This is an optimization exercise on Yosys and OpenROAD, whose aim is small area, not a production implementation.
Where RTL was checked, it was by simulation tests only, not by an equivalence proof against the original.
The clock port is modelled as an ideal driver; clocking choices that lean on that would not hold on a real chip.
Power and IR drop assume default switching activity.

==> inputs of build 90 <==
==> flow/design.v <==
`timescale 1ns / 1ps
module CF_cross
  #(
    parameter NPPC = 4,
    parameter DATA_WIDTH = 24,
    parameter POSITION_WIDTH = 12,
    parameter FFT_LENGTH = 64,
    parameter HEIGHT = 2160
    )
   (
    input [NPPC * DATA_WIDTH-1:0]  VIDEO_IN_tdata,
    input 			   VIDEO_IN_tvalid,
    input 			   VIDEO_IN_tuser,
    input 			   VIDEO_IN_tlast,
    output 			   VIDEO_IN_tready,
    input [POSITION_WIDTH - 1 : 0] xStart,
    input [POSITION_WIDTH - 1 : 0] yStart,
    output [NPPC * DATA_WIDTH-1:0] VIDEO_OUT_tdata,
    output 			   VIDEO_OUT_tvalid,
    output 			   VIDEO_OUT_tuser,
    output 			   VIDEO_OUT_tlast,
    input 			   VIDEO_OUT_tready,
    input 			   s_axis_video_aclk,
    input 			   s_axis_video_aresetn
    );
   wire 			   PixelValid = VIDEO_IN_tvalid && VIDEO_IN_tready;
   wire 			   LastPixel = VIDEO_IN_tvalid && VIDEO_IN_tready && VIDEO_IN_tlast;
   wire 			   yLine;
   wire 			   xLine;
   wire 			   yLeftBorder;
   wire 			   yRightBorder;
   wire 			   xBorder;
   wire [DATA_WIDTH - 1 : 0] 	   IN_PX3 = VIDEO_IN_tdata[4 * DATA_WIDTH-1-:DATA_WIDTH];
   wire [DATA_WIDTH - 1 : 0] 	   IN_PX2 = VIDEO_IN_tdata[3 * DATA_WIDTH-1-:DATA_WIDTH];
   wire [DATA_WIDTH - 1 : 0] 	   IN_PX1 = VIDEO_IN_tdata[2 * DATA_WIDTH-1-:DATA_WIDTH];
   wire [DATA_WIDTH - 1 : 0] 	   IN_PX0 = VIDEO_IN_tdata[1 * DATA_WIDTH-1-:DATA_WIDTH];
   wire [DATA_WIDTH - 1 : 0] 	   R = 24'hff0000;
   wire [DATA_WIDTH - 1 : 0] 	   B = 24'h000000;
   reg [POSITION_WIDTH - 1 : 0]    xPos;
   reg [POSITION_WIDTH - 1 : 0]    yPos;
   always @(posedge s_axis_video_aclk)
     begin
	if (PixelValid) xPos <= xPos + 1;
	if (LastPixel)
	  begin
	     xPos <= 12'b0;
	     if (yPos == HEIGHT - 1) yPos <= 12'b0;
	     else yPos <= yPos + 1;
	  end
	if (VIDEO_IN_tuser) yPos <= 12'b0;
	if (!s_axis_video_aresetn)
	  begin
	     xPos <= 12'b0;
	     yPos <= 12'b0;
	  end
     end  
   assign xLine = xPos == (xStart + FFT_LENGTH/2)/NPPC;
   assign yLine = (yPos >= (yStart + FFT_LENGTH/2 - 2)) && (yPos < (yStart + FFT_LENGTH/2 + 2));
   assign xBorder = (xPos >= xStart/NPPC) && (xPos < xStart/NPPC + FFT_LENGTH/NPPC) && ((yPos == yStart) || (yPos == yStart + FFT_LENGTH - 1));
   assign yLeftBorder = (yPos >= yStart) && (yPos < yStart + FFT_LENGTH) && (xPos == xStart/NPPC);
   assign yRightBorder = (yPos >= yStart) && (yPos < yStart + FFT_LENGTH) && (xPos == xStart/NPPC + FFT_LENGTH/NPPC - 1);
   assign VIDEO_OUT_tdata = (xBorder || xLine || yLine) ? {R, R, R, R} :
			    yLeftBorder ? {IN_PX3, IN_PX2, IN_PX1, R}:
			    yRightBorder ? {R, IN_PX2, IN_PX1, IN_PX0} :
			    {IN_PX3, IN_PX2, IN_PX1, IN_PX0};
   assign VIDEO_OUT_tvalid = VIDEO_IN_tvalid;
   assign VIDEO_OUT_tuser = VIDEO_IN_tuser;
   assign VIDEO_OUT_tlast = VIDEO_IN_tlast;
   assign VIDEO_IN_tready = VIDEO_OUT_tready;
endmodule
==> flow/run.sh <==
#!/bin/bash
# synth_recipe.tcl (not shown) runs the flow's synth.tcl, then flattens the netlist and writes it again
# the make line also repeats each setting of config.mk as NAME=value (left out here)
make -C /OpenROAD-flow-scripts/flow DESIGN_CONFIG=/design/flow/config.mk WORK_HOME=/design/flow/orfs CLKGATE_MAP_FILE= SYNTH_SCRIPT=/design/flow/synth_recipe.tcl finish
==> flow/config.mk <==
export PLATFORM = sky130hd
export DESIGN_NAME = CF_cross
export DESIGN_NICKNAME = CF_cross
export VERILOG_FILES = /design/flow/design.v
export SDC_FILE = /design/flow/constraint.sdc
export NUM_CORES = 4
export LEC_CHECK = 0
export CAP_MARGIN = 20
export CORE_MARGIN = 2
export CORE_UTILIZATION = 40
export SLEW_MARGIN = 20
==> flow/constraint.sdc <==
create_clock -name core_clock -period 7.0 [get_ports {s_axis_video_aclk}]
set_input_delay 1.4000 -clock core_clock [delete_from_list [all_inputs] [get_ports {s_axis_video_aclk}]]
set_output_delay 1.4000 -clock core_clock [all_outputs]
set_load 0.01 [all_outputs]
==> build 43 (differences from build 90) <==
==> flow/design.v, changed modules only <==
module CF_cross
  #(
    parameter NPPC = 4,
    parameter DATA_WIDTH = 24,
    parameter POSITION_WIDTH = 12,
    parameter FFT_LENGTH = 64,
    parameter HEIGHT = 2160
    )
   (
    input [NPPC * DATA_WIDTH-1:0]  VIDEO_IN_tdata,
    input 			   VIDEO_IN_tvalid,
    input 			   VIDEO_IN_tuser,
    input 			   VIDEO_IN_tlast,
    output 			   VIDEO_IN_tready,
    input [POSITION_WIDTH - 1 : 0] xStart,
    input [POSITION_WIDTH - 1 : 0] yStart,
    output [NPPC * DATA_WIDTH-1:0] VIDEO_OUT_tdata,
    output 			   VIDEO_OUT_tvalid,
    output 			   VIDEO_OUT_tuser,
    output 			   VIDEO_OUT_tlast,
    input 			   VIDEO_OUT_tready,
    input 			   s_axis_video_aclk,
    input 			   s_axis_video_aresetn
    );
   reg [11:0] xPos;
   reg [11:0] yPos;
   wire       acc  = VIDEO_IN_tvalid & VIDEO_OUT_tready;
   wire       last = acc & VIDEO_IN_tlast;
   wire       yWrap = (yPos == HEIGHT - 1);
   wire       xClr  = ~s_axis_video_aresetn | last;
   wire       yClr  = ~s_axis_video_aresetn | VIDEO_IN_tuser | (last & yWrap);
   always @(posedge s_axis_video_aclk) begin
      xPos <= xClr ? 12'd0 : xPos + {11'd0, acc};
      yPos <= yClr ? 12'd0 : yPos + {11'd0, last};
   end
   wire [9:0] xs = xStart[11:2];
   wire [4:0] dxl = {1'b0, xPos[3:0]} - {1'b0, xs[3:0]};    
   wire       xIn = ({1'b0, xPos[11:4]} == {3'b0, xs[9:4]} + {8'd0, dxl[4]});  
   wire       xEq0  = xIn & (dxl[3:0] == 4'd0);
   wire       xEq8  = xIn & (dxl[3:0] == 4'd8);
   wire       xEq15 = xIn & (dxl[3:0] == 4'd15);
   wire [6:0] dyl = {1'b0, yPos[5:0]} - {1'b0, yStart[5:0]};  
   wire       yIn = ({1'b0, yPos[11:6]} == {1'b0, yStart[11:6]} + {6'd0, dyl[6]});  
   wire       yEq0  = yIn & (dyl[5:0] == 6'd0);
   wire       yEq63 = yIn & (dyl[5:0] == 6'd63);
   wire       yMid  = yIn & ((dyl[5:1] == 5'd15) | (dyl[5:1] == 5'd16));  
   wire       allRed = xEq8 | yMid | (xIn & (yEq0 | yEq63));
   wire       red0 = allRed | (yIn & xEq0);
   wire       red3 = allRed | (yIn & xEq15);
   CF_cross_paint p0 (.px(VIDEO_IN_tdata[23:0]),  .red(red0),   .out(VIDEO_OUT_tdata[23:0]));
   CF_cross_paint p1 (.px(VIDEO_IN_tdata[47:24]), .red(allRed), .out(VIDEO_OUT_tdata[47:24]));
   CF_cross_paint p2 (.px(VIDEO_IN_tdata[71:48]), .red(allRed), .out(VIDEO_OUT_tdata[71:48]));
   CF_cross_paint p3 (.px(VIDEO_IN_tdata[95:72]), .red(red3),   .out(VIDEO_OUT_tdata[95:72]));
   assign VIDEO_OUT_tvalid = VIDEO_IN_tvalid;
   assign VIDEO_OUT_tuser = VIDEO_IN_tuser;
   assign VIDEO_OUT_tlast = VIDEO_IN_tlast;
   assign VIDEO_IN_tready = VIDEO_OUT_tready;
endmodule
module CF_cross_paint
  (
   input [23:0]  px,
   input 	 red,
   output [23:0] out
   );
   assign out = red ? 24'hff0000 : px;
endmodule
==> flow/flow/run.sh (new file) <==
#!/bin/bash
# Standard ORFS layout (the standard.sh), with the port buffers that buffer_ports inserts
# made from the smallest buffer cell instead of its default choice.
set -euo pipefail
bash standard.sh "BUFFER_PORTS_ARGS=-buffer_cell sky130_fd_sc_hd__buf_1" finish > standard_flow.log 2>&1
==> flow/standard.sh (new file) <==
#!/bin/bash
# synth_recipe.tcl (not shown) runs the flow's synth.tcl, then flattens the netlist and writes it again
# the make line also repeats each setting of config.mk as NAME=value (left out here)
make -C /OpenROAD-flow-scripts/flow DESIGN_CONFIG=/design/flow/config.mk WORK_HOME=/design/flow/orfs CLKGATE_MAP_FILE= SYNTH_SCRIPT=/design/flow/synth_recipe.tcl "${@:-finish}"
--- a/flow/config.mk
+++ b/flow/config.mk
@@ -11 +11,2 @@
 export SLEW_MARGIN = 20
+export SYNTH_HIERARCHICAL = 1
removed: flow/run.sh
==> impl.org <==
** Die
- Std-Cell Core Area :: about 14000 sq um
- The die covers 15300 sq um.

** Global route
- Global routing used 32.6% of the available met1 tracks.

** Setup path
- CP peak stage delay :: roughly 540 ps
- Buffers and inverters on the worst path :: 3
- The startpoint identified for the worst register-to-register timing path is yPos[11].

** Power and ir drop
- Of the total power, the share spent switching nets is between 30% and 40%.

** Status
- Run status :: no timing/DRC/antenna violations
[end of results for build 90]
==> impl.org <==
** Status
- The flow ran to the end and the layout has no timing, DRC or antenna violations.

** Die
- Std-Cell Core Area :: roughly 6700 sq um
- Die Outline Area :: 7450 sq um

** Power and ir drop
- Switching power share of the total :: between 30 and 40%

** Setup path
- Buffers and inverters on the worst path :: 5

** Global route
- The number of antenna violations at the first check in global routing is 0.
- Global routing consumed, on the met1 layer, 34.6% of the routing resources.
[end of results for build 43]

---

==> run A: inputs <==
CF_cross, a different RTL version from the one above (not shown whole).
Settings: LEC_CHECK=0, CAP_MARGIN=20, CORE_MARGIN=2, CORE_UTILIZATION=40, CTS_BUF_LIST=sky130_fd_sc_hd__clkbuf_2 sky130_fd_sc_hd__clkbuf_4, SLEW_MARGIN=20, SYNTH_HIERARCHICAL=1; clock period 7.0 ns.
standard.sh (not shown) runs the stock make flow with config.mk's settings and CLKGATE_MAP_FILE= SYNTH_SCRIPT=/design/flow/synth_recipe.tcl, a recipe that flattens the netlist after the stock synthesis.
==> flow/flow/run.sh <==
#!/bin/bash
# Standard ORFS layout (the standard.sh) with these changes:
#  - the port buffers that buffer_ports inserts use the smallest buffer cell;
#  - after floorplan, combinational cells are swapped for their smallest drive strength
#    (flow/downsize.tcl); the later repair steps upsize where timing needs it;
#  - after clock tree synthesis, the clock buffers that drive registers are made clkbuf_8
#    (flow/cts_leaves.tcl) to keep the register clock slew low.
set -euo pipefail
here=$(pwd)
bash standard.sh "BUFFER_PORTS_ARGS=-buffer_cell sky130_fd_sc_hd__buf_1" \
  "POST_FLOORPLAN_TCL=$here/flow/downsize.tcl" \
  "POST_CTS_TCL=$here/flow/cts_leaves.tcl" finish > standard_flow.log 2>&1
==> flow/flow/cts_leaves.tcl <==
# After clock tree synthesis: clock buffers that drive register clock pins are made
# sky130_fd_sc_hd__clkbuf_8, so the clock slew at the registers stays well under the limit.
set n 0
set big [get_lib_cells */sky130_fd_sc_hd__clkbuf_8]
foreach inst [[ord::get_db_block] getInsts] {
  set mname [[$inst getMaster] getName]
  if { ![string match "sky130_fd_sc_hd__clkbuf_*" $mname] } { continue }
  if { $mname == "sky130_fd_sc_hd__clkbuf_8" } { continue }
  set drives_reg 0
  foreach it [$inst getITerms] {
    if { ![$it isOutputSignal] } { continue }
    set net [$it getNet]
    if { $net == "NULL" } { continue }
    foreach load [$net getITerms] {
      if { [[$load getMTerm] getName] == "CLK" } { set drives_reg 1 }
    }
  }
  if { $drives_reg } {
    replace_cell [get_cells [$inst getName]] $big
    incr n
  }
}
puts "cts_leaves: resized $n clock buffers"
if { $n > 0 } {
  detailed_placement
  check_placement -verbose
  estimate_parasitics -placement
}
Other scripts of this flow, unchanged in this note and not shown: flow/flow/downsize.tcl
==> run R: changes against run A <==
==> flow/flow/cts_leaves.tcl (replaced) <==
# After clock tree synthesis: clock buffers that drive register clock pins are made
# sky130_fd_sc_hd__clkbuf_8, so the clock slew at the registers stays well under the limit.
set n 0
foreach inst [get_cells *] {
  set lc [get_lib_cells -of_objects $inst]
  if { $lc == "" } { continue }
  if { ![string match "sky130_fd_sc_hd__clkbuf_*" [get_name $lc]] } { continue }
  set drives_reg 0
  foreach pin [get_pins -of_objects $inst -filter "direction == output"] {
    set net [get_nets -of_objects $pin]
    foreach load [get_pins -of_objects $net -filter "direction == input"] {
      if { [get_property $load is_register_clock] } { set drives_reg 1 }
    }
  }
  if { $drives_reg && [get_name $lc] != "sky130_fd_sc_hd__clkbuf_8" } {
    replace_cell $inst [get_lib_cells */sky130_fd_sc_hd__clkbuf_8]
    incr n
  }
}
puts "cts_leaves: resized $n clock buffers"
if { $n > 0 } {
  detailed_placement
  check_placement -verbose
  estimate_parasitics -placement
}
==> notes <==
Synthesized cell count is the same in run A and run R.
Run A passed the timing, DRC and antenna checks. Run R did not get past 4_1_cts.
Synthesized area is the same in run A and run R.
==> figures <==
	run A	run R
Chip Height	87.41 um	87.41 um
Net count of the mapped netlist	425	425
Ys async rst share	0%	0%
Number of distinct library cells after synthesis	21	21
Number of clock sinks seen by CTS	24	24
Final GP Congestion	0.8802	0.8802
HPWL Detailed	6.971 mm	6.971 mm
Cells after synthesis	289	289
Area share of the largest cell type after synthesis	32.64%	32.64%
Port buffer count	223	223
Netlist area before placement	2783 um^2	2783 um^2
Effective utilization at floorplan	41.19%	41.19%
DP Cell Count	590	590
Fraction of the mapped netlist area in adder cells	6.655%	6.655%
Syn_area_per_cell	9.629 um^2	9.629 um^2
Post-detailed-placement cell area	3119 um^2	3119 um^2
Most used flip-flop cell after synthesis	dfxtp_1	dfxtp_1
Outcome	finished clean	did not finish
Last stage reached	-	4_1_cts
Cell taking the most area after synthesis	nor2b_4	nor2b_4
Count of flip-flops with a built-in enable after synthesis	0	0

---

==> inputs of 06-06 <==
Another version of the RTL of CF_cross (not shown whole).
clock: 7.0 ns
lec_check: 0
cap_margin: 20
core_margin: 2
core_utilization: 40
cts_buf_list: sky130_fd_sc_hd__clkbuf_2 sky130_fd_sc_hd__clkbuf_4
slew_margin: 20
synth_hierarchical: 1
==> flow/flow/cts_leaves.tcl <==
# After clock tree synthesis: clock buffers that drive register clock pins are made
# sky130_fd_sc_hd__clkbuf_8, so the clock slew at the registers stays well under the limit.
set n 0
set big [get_lib_cells */sky130_fd_sc_hd__clkbuf_8]
foreach inst [[ord::get_db_block] getInsts] {
  set mname [[$inst getMaster] getName]
  if { ![string match "sky130_fd_sc_hd__clkbuf_*" $mname] } { continue }
  if { $mname == "sky130_fd_sc_hd__clkbuf_8" } { continue }
  set drives_reg 0
  foreach it [$inst getITerms] {
    if { ![$it isOutputSignal] } { continue }
    set net [$it getNet]
    if { $net == "NULL" } { continue }
    foreach load [$net getITerms] {
      if { [[$load getMTerm] getName] == "CLK" } { set drives_reg 1 }
    }
  }
  if { $drives_reg } {
    replace_cell [get_cells [$inst getName]] $big
    incr n
  }
}
puts "cts_leaves: resized $n clock buffers"
if { $n > 0 } {
  detailed_placement
  check_placement -verbose
  estimate_parasitics -placement
}
==> flow/flow/downsize.tcl <==
# Swap every combinational cell for the smallest-area cell of the same family and function
# (drive strength only). Registers keep their cells. Later repair steps upsize where timing,
# slew or capacitance call for it.
set dont_use_pats $::env(DONT_USE_CELLS)
proc ds_dont_use { name pats } {
  foreach p $pats {
    if { [string match $p $name] } { return 1 }
  }
  return 0
}
set n_swapped 0
set saved 0.0
foreach inst [get_cells *] {
  set lc [get_lib_cells -of_objects $inst]
  if { $lc == "" } { continue }
  set name [get_name $lc]
  if { ![regexp {^(sky130_fd_sc_hd__[a-z0-9]+)_[0-9]+$} $name -> base] } { continue }
  # registers, latches, taps and fillers keep their cells
  if { [regexp {__(s?df|s?edf|dl|sdl|tap|fill|decap|conb|diode)} $name] } { continue }
  set best $lc
  set best_area [get_property $lc area]
  foreach e [get_lib_cells */${base}_*] {
    set en [get_name $e]
    if { ![regexp {^sky130_fd_sc_hd__[a-z0-9]+_[0-9]+$} $en] } { continue }
    if { [ds_dont_use $en $dont_use_pats] } { continue }
    set a [get_property $e area]
    if { $a < $best_area - 1e-6 && [sta::equiv_cells $lc $e] } {
      set best $e
      set best_area $a
    }
  }
  if { $best != $lc } {
    set saved [expr { $saved + [get_property $lc area] - $best_area }]
    replace_cell $inst $best
    incr n_swapped
  }
}
puts "downsize: swapped $n_swapped cells, saved [format %.1f $saved] um2"
Scripts as last shown in full above: flow/flow/run.sh
==> inputs of 02-13, as changes to 06-06 <==
--- a/flow/design.v
+++ b/flow/design.v
@@ -33,16 +33,16 @@
       xQ <= xD;
       yQ <= yD;
    end
    wire acc, last, xclr, xclr_n, xc1, xc2, xc3, x23,
         xc4, xc5, xc6, xc7, xc8, xc9, xc10, xc11,
-        xt_t0, xt_t1, xt_t2, xt_t3, xt_t4, xt_t5, xt_t6, xt_t7,
-        xt_t8, xt_t9, xt_t10, xt_t11, yc1, yc2, yc3, y23,
+        xt_b0, xt_t1, xt_t2, xt_t3, xt_b4, xt_b5, xt_b6, xt_b7,
+        xt_b8, xt_b9, xt_b10, xt_t11, yc1, yc2, yc3, y23,
         yc4, yc5, yc6, yc7, yc8, yc9, yc10, yc11,
-        yw_a, yw_b, yw_c, yw, yclr, yclr_p, yt_t0, yt_t1,
-        yt_t2, yt_t3, yt_t4, yt_t5, yt_t6, yt_t7, yt_t8, yt_t9,
-        yt_t10, yt_t11, xf0_s, xf0_c, xf1_s, xf1_c, xf2_s, xf2_c,
+        yw_a, yw_b, yw_c, yw, yclr, yclr_p, yt_b0, yt_t1,
+        yt_t2, yt_t3, yt_b4, yt_t5, yt_b6, yt_b7, yt_b8, yt_b9,
+        yt_b10, yt_t11, xf0_s, xf0_c, xf1_s, xf1_c, xf2_s, xf2_c,
         xf3_s, xf3_c, xL0, xL8, xL15, xq1, xq2, xq3,
         xq4, xq5, xq6, xd0, xe0, xd1, xe1, xd2,
         xe2, xd3, xe3, xd4, xe4, xd5, xe5, xe6,
         xInA, xInB, xIn, yf0_s, yf0_c, yf1_s, yf1_c, yf2_s,
         yf2_c, yf3_s, yf3_c, yf4_s, yf4_c, yf5_s, yf5_c, ym0,
@@ -65,32 +65,32 @@
    CF_cross_nor2 g12 (.a(xc6), .b(xQ[6]), .y(xc7));
    CF_cross_nand2 g13 (.a(xc7), .b(xQ[7]), .y(xc8));
    CF_cross_nor2 g14 (.a(xc8), .b(xQ[8]), .y(xc9));
    CF_cross_nand2 g15 (.a(xc9), .b(xQ[9]), .y(xc10));
    CF_cross_nor2 g16 (.a(xc10), .b(xQ[10]), .y(xc11));
-   CF_cross_xor2 g17 (.a(xQ[0]), .b(acc), .y(xt_t0));
-   CF_cross_nand2 g18 (.a(xclr_n), .b(xt_t0), .y(xD[0]));
+   CF_cross_a21oi g17 (.a1(acc), .a2(xQ[0]), .b1(xclr), .y(xt_b0));
+   CF_cross_nand2b g18 (.an(xc1), .b(xt_b0), .y(xD[0]));
    CF_cross_xnor2 g19 (.a(xQ[1]), .b(xc1), .y(xt_t1));
    CF_cross_nand2 g20 (.a(xclr_n), .b(xt_t1), .y(xD[1]));
    CF_cross_xnor2 g21 (.a(xQ[2]), .b(xc2), .y(xt_t2));
    CF_cross_nand2 g22 (.a(xclr_n), .b(xt_t2), .y(xD[2]));
    CF_cross_xnor2 g23 (.a(xQ[3]), .b(xc3), .y(xt_t3));
    CF_cross_nand2 g24 (.a(xclr_n), .b(xt_t3), .y(xD[3]));
-   CF_cross_xor2 g25 (.a(xQ[4]), .b(xc4), .y(xt_t4));
-   CF_cross_nand2 g26 (.a(xclr_n), .b(xt_t4), .y(xD[4]));
-   CF_cross_xnor2 g27 (.a(xQ[5]), .b(xc5), .y(xt_t5));
-   CF_cross_nor2 g28 (.a(xclr), .b(xt_t5), .y(xD[5]));
-   CF_cross_xor2 g29 (.a(xQ[6]), .b(xc6), .y(xt_t6));
-   CF_cross_nand2 g30 (.a(xclr_n), .b(xt_t6), .y(xD[6]));
-   CF_cross_xnor2 g31 (.a(xQ[7]), .b(xc7), .y(xt_t7));
-   CF_cross_nor2 g32 (.a(xclr), .b(xt_t7), .y(xD[7]));
-   CF_cross_xor2 g33 (.a(xQ[8]), .b(xc8), .y(xt_t8));
-   CF_cross_nand2 g34 (.a(xclr_n), .b(xt_t8), .y(xD[8]));
-   CF_cross_xnor2 g35 (.a(xQ[9]), .b(xc9), .y(xt_t9));
-   CF_cross_nor2 g36 (.a(xclr), .b(xt_t9), .y(xD[9]));
-   CF_cross_xor2 g37 (.a(xQ[10]), .b(xc10), .y(xt_t10));
-   CF_cross_nand2 g38 (.a(xclr_n), .b(xt_t10), .y(xD[10]));
+   CF_cross_a21oi g25 (.a1(xc4), .a2(xQ[4]), .b1(xclr), .y(xt_b4));
+   CF_cross_nand2b g26 (.an(xc5), .b(xt_b4), .y(xD[4]));
+   CF_cross_o21ai g27 (.a1(xc5), .a2(xQ[5]), .b1(xclr_n), .y(xt_b5));
+   CF_cross_nor2b g28 (.a(xt_b5), .bn(xc6), .y(xD[5]));
+   CF_cross_a21oi g29 (.a1(xc6), .a2(xQ[6]), .b1(xclr), .y(xt_b6));
+   CF_cross_nand2b g30 (.an(xc7), .b(xt_b6), .y(xD[6]));
+   CF_cross_o21ai g31 (.a1(xc7), .a2(xQ[7]), .b1(xclr_n), .y(xt_b7));
+   CF_cross_nor2b g32 (.a(xt_b7), .bn(xc8), .y(xD[7]));
+   CF_cross_a21oi g33 (.a1(xc8), .a2(xQ[8]), .b1(xclr), .y(xt_b8));
+   CF_cross_nand2b g34 (.an(xc9), .b(xt_b8), .y(xD[8]));
+   CF_cross_o21ai g35 (.a1(xc9), .a2(xQ[9]), .b1(xclr_n), .y(xt_b9));
+   CF_cross_nor2b g36 (.a(xt_b9), .bn(xc10), .y(xD[9]));
+   CF_cross_a21oi g37 (.a1(xc10), .a2(xQ[10]), .b1(xclr), .y(xt_b10));
+   CF_cross_nand2b g38 (.an(xc11), .b(xt_b10), .y(xD[10]));
    CF_cross_xnor2 g39 (.a(xQ[11]), .b(xc11), .y(xt_t11));
    CF_cross_nor2 g40 (.a(xclr), .b(xt_t11), .y(xD[11]));
    CF_cross_nor2 g41 (.a(last), .b(yQ[0]), .y(yc1));
    CF_cross_nor3 g42 (.a(last), .b(yQ[0]), .c(yQ[1]), .y(yc2));
    CF_cross_nor4 g43 (.a(last), .b(yQ[0]), .c(yQ[1]), .d(yQ[2]), .y(yc3));
@@ -107,32 +107,32 @@
    CF_cross_nand4 g54 (.a(yQ[4]), .b(yQ[6]), .c(yQ[7]), .d(yQ[9]), .y(yw_b));
    CF_cross_nand2 g55 (.a(yQ[11]), .b(yw_a), .y(yw_c));
    CF_cross_nor2 g56 (.a(yw_b), .b(yw_c), .y(yw));
    CF_cross_nor3b g57 (.a(VIDEO_IN_tuser), .b(yw), .cn(s_axis_video_aresetn), .y(yclr));
    CF_cross_inv g58 (.a(yclr), .y(yclr_p));
-   CF_cross_xor2 g59 (.a(yQ[0]), .b(last), .y(yt_t0));
-   CF_cross_nand2 g60 (.a(yclr), .b(yt_t0), .y(yD[0]));
+   CF_cross_a21oi g59 (.a1(last), .a2(yQ[0]), .b1(yclr_p), .y(yt_b0));
+   CF_cross_nand2b g60 (.an(yc1), .b(yt_b0), .y(yD[0]));
    CF_cross_xnor2 g61 (.a(yQ[1]), .b(yc1), .y(yt_t1));
    CF_cross_nand2 g62 (.a(yclr), .b(yt_t1), .y(yD[1]));
    CF_cross_xnor2 g63 (.a(yQ[2]), .b(yc2), .y(yt_t2));
    CF_cross_nand2 g64 (.a(yclr), .b(yt_t2), .y(yD[2]));
    CF_cross_xnor2 g65 (.a(yQ[3]), .b(yc3), .y(yt_t3));
    CF_cross_nand2 g66 (.a(yclr), .b(yt_t3), .y(yD[3]));
-   CF_cross_xor2 g67 (.a(yQ[4]), .b(yc4), .y(yt_t4));
-   CF_cross_nand2 g68 (.a(yclr), .b(yt_t4), .y(yD[4]));
+   CF_cross_a21oi g67 (.a1(yc4), .a2(yQ[4]), .b1(yclr_p), .y(yt_b4));
+   CF_cross_nand2b g68 (.an(yc5), .b(yt_b4), .y(yD[4]));
    CF_cross_xnor2 g69 (.a(yQ[5]), .b(yc5), .y(yt_t5));
    CF_cross_nand2 g70 (.a(yclr), .b(yt_t5), .y(yD[5]));
-   CF_cross_xnor2 g71 (.a(yQ[6]), .b(yc6), .y(yt_t6));
-   CF_cross_nor2 g72 (.a(yclr_p), .b(yt_t6), .y(yD[6]));
-   CF_cross_xor2 g73 (.a(yQ[7]), .b(yc7), .y(yt_t7));
-   CF_cross_nand2 g74 (.a(yclr), .b(yt_t7), .y(yD[7]));
-   CF_cross_xnor2 g75 (.a(yQ[8]), .b(yc8), .y(yt_t8));
-   CF_cross_nor2 g76 (.a(yclr_p), .b(yt_t8), .y(yD[8]));
-   CF_cross_xor2 g77 (.a(yQ[9]), .b(yc9), .y(yt_t9));
-   CF_cross_nand2 g78 (.a(yclr), .b(yt_t9), .y(yD[9]));
-   CF_cross_xnor2 g79 (.a(yQ[10]), .b(yc10), .y(yt_t10));
-   CF_cross_nor2 g80 (.a(yclr_p), .b(yt_t10), .y(yD[10]));
+   CF_cross_o21ai g71 (.a1(yc6), .a2(yQ[6]), .b1(yclr), .y(yt_b6));
+   CF_cross_nor2b g72 (.a(yt_b6), .bn(yc7), .y(yD[6]));
+   CF_cross_a21oi g73 (.a1(yc7), .a2(yQ[7]), .b1(yclr_p), .y(yt_b7));
+   CF_cross_nand2b g74 (.an(yc8), .b(yt_b7), .y(yD[7]));
+   CF_cross_o21ai g75 (.a1(yc8), .a2(yQ[8]), .b1(yclr), .y(yt_b8));
+   CF_cross_nor2b g76 (.a(yt_b8), .bn(yc9), .y(yD[8]));
+   CF_cross_a21oi g77 (.a1(yc9), .a2(yQ[9]), .b1(yclr_p), .y(yt_b9));
+   CF_cross_nand2b g78 (.an(yc10), .b(yt_b9), .y(yD[9]));
+   CF_cross_o21ai g79 (.a1(yc10), .a2(yQ[10]), .b1(yclr), .y(yt_b10));
+   CF_cross_nor2b g80 (.a(yt_b10), .bn(yc11), .y(yD[10]));
    CF_cross_xor2 g81 (.a(yQ[11]), .b(yc11), .y(yt_t11));
    CF_cross_nor2 g82 (.a(yclr_p), .b(yt_t11), .y(yD[11]));
    CF_cross_ha g83 (.a(xStart[2]), .b(xQ[0]), .s(xf0_s), .co(xf0_c));
    CF_cross_fa g84 (.a(xStart[3]), .b(xQ[1]), .ci(xf0_c), .s(xf1_s), .co(xf1_c));
    CF_cross_fa g85 (.a(xStart[4]), .b(xQ[2]), .ci(xf1_c), .s(xf2_s), .co(xf2_c));
@@ -319,10 +319,13 @@
    assign rAn = ~((xIn & xL8) | (yIn & yLmid));
    assign rBn = ~(xIn & yIn & (yL0 | yL63));
    assign e0n  = ~(xIn & yIn & xL0);
    assign e15n = ~(xIn & yIn & xL15);
 endmodule
+module CF_cross_a21oi (input a1, input a2, input b1, output y);
+   assign y = ~((a1 & a2) | b1);
+endmodule
 module CF_cross_fa (input a, input b, input ci, output s, output co);
    assign {co, s} = a + b + ci;
 endmodule
 module CF_cross_ha (input a, input b, output s, output co);
    assign {co, s} = a + b;
@@ -334,10 +337,13 @@
    assign y = ~(s ? a1 : a0);
 endmodule
 module CF_cross_nand2 (input a, input b, output y);
    assign y = ~(a & b);
 endmodule
+module CF_cross_nand2b (input an, input b, output y);
+   assign y = an | ~b;
+endmodule
 module CF_cross_nand3 (input a, input b, input c, output y);
    assign y = ~(a & b & c);
 endmodule
 module CF_cross_nand3b (input an, input b, input c, output y);
    assign y = ~(~an & b & c);
@@ -361,10 +367,13 @@
    assign y = ~a & ~b & cn;
 endmodule
 module CF_cross_nor4 (input a, input b, input c, input d, output y);
    assign y = ~(a | b | c | d);
 endmodule
+module CF_cross_o21ai (input a1, input a2, input b1, output y);
+   assign y = ~((a1 | a2) & b1);
+endmodule
 module CF_cross_or2 (input a, input b, output y);
    assign y = a | b;
 endmodule
 module CF_cross_or4 (input a, input b, input c, input d, output y);
    assign y = a | b | c | d;
--- a/flow/flow/cts_leaves.tcl
+++ b/flow/flow/cts_leaves.tcl
@@ -1,7 +1,8 @@
 # After clock tree synthesis: clock buffers that drive register clock pins are made
-# sky130_fd_sc_hd__clkbuf_8, so the clock slew at the registers stays well under the limit.
+# sky130_fd_sc_hd__clkbuf_8, so the clock slew at the registers stays well under the limit,
+# and the dummy loads CTS adds for balancing are removed.
 set n 0
 set big [get_lib_cells */sky130_fd_sc_hd__clkbuf_8]
 foreach inst [[ord::get_db_block] getInsts] {
   set mname [[$inst getMaster] getName]
   if { ![string match "sky130_fd_sc_hd__clkbuf_*" $mname] } { continue }
@@ -19,10 +20,20 @@
     replace_cell [get_cells [$inst getName]] $big
     incr n
   }
 }
 puts "cts_leaves: resized $n clock buffers"
+# dummy loads that CTS added to balance the clock tree are removed
+set nd 0
+foreach inst [[ord::get_db_block] getInsts] {
+  if { [string match "clkload*" [$inst getName]] } {
+    odb::dbInst_destroy $inst
+    incr nd
+  }
+}
+puts "cts_leaves: removed $nd dummy loads"
+if { $nd > 0 } { incr n }
 if { $n > 0 } {
   detailed_placement
   check_placement -verbose
   estimate_parasitics -placement
 }
- GPL_TIMING_DRIVEN: default -> 0
==> impl_metrics.ini <==
[outcome]
run_status = no timing/DRC/antenna violations

[die]
die_height_um = 87.1
die-area_sq_mm = 0.00758

[setup_path]
regToRegEndpoint = yQ[10]$_DFF_P_
rr_startpoint = yQ[0]$_DFF_P_

[timing]
setup_slack_ns = 0.172

[grt]
grt_pass1_wl_um = 11200
grt.met1_usage_pct = 24.8

[yosys]
synthXorXnorAreaFrac_pct = 15.2

[power]
internal_power_w = 0.000260
power.static_leakage_nw = 1.17

[cells_and_area]
fin_nets = 647
num_antenna_cells = 1
# the run above: 06-06

==> impl_metrics.ini <==
[die]
die-area_sq_mm = 0.00774

[setup_path]
rr_startpoint = yQ[1]$_DFF_P_
regToRegEndpoint = yQ[7]$_DFF_P_

[cells_and_area]
num_antenna_cells = 0

[outcome]
run_status = no timing/DRC/antenna violations

[yosys]
synthXorXnorAreaFrac_pct = 10.2

[power]
power.static_leakage_nw = 1.16
internal_power_w = 0.000222
# the run above: 02-13

For 06-06, only the layout was checked, not whether the RTL still works.

## re-timing with driven ports
The flow's constraints put no driver on any port. The routed layouts listed below were extracted and timed again, unchanged, in two steps.
Step 1: set_driving_cell puts a clkbuf_16 on s_axis_video_aclk and a buf_2 on each other input, an assumption about the parent block.
Step 2 also shifts input and output timing later by t, the mid clock arrival at the registers, as if the neighbouring blocks saw the same clock.
Three values: ideal, step 1, step 2; two values: the first two.
run | shift t [ns] | setup WS [ns] | worst setup path after step 2
build 90 | 0.283 | 0.144 / 0.115 / 0.115 | input to output
build 43 | 0.291 | 0.462 / 0.432 / 0.432 | input to output
run A | 0.300 | 0.375 / 0.336 / 0.336 | input to output
06-06 | 0.312 | 0.172 / 0.148 / 0.148 | input to output
02-13 | 0.296 | 0.291 / 0.256 / 0.256 | input to output
After both steps setup and hold are still met in every run listed. The setup slack of run A, which loses most, moves by -0.039 ns with the drivers and by -0.039 ns with both steps.
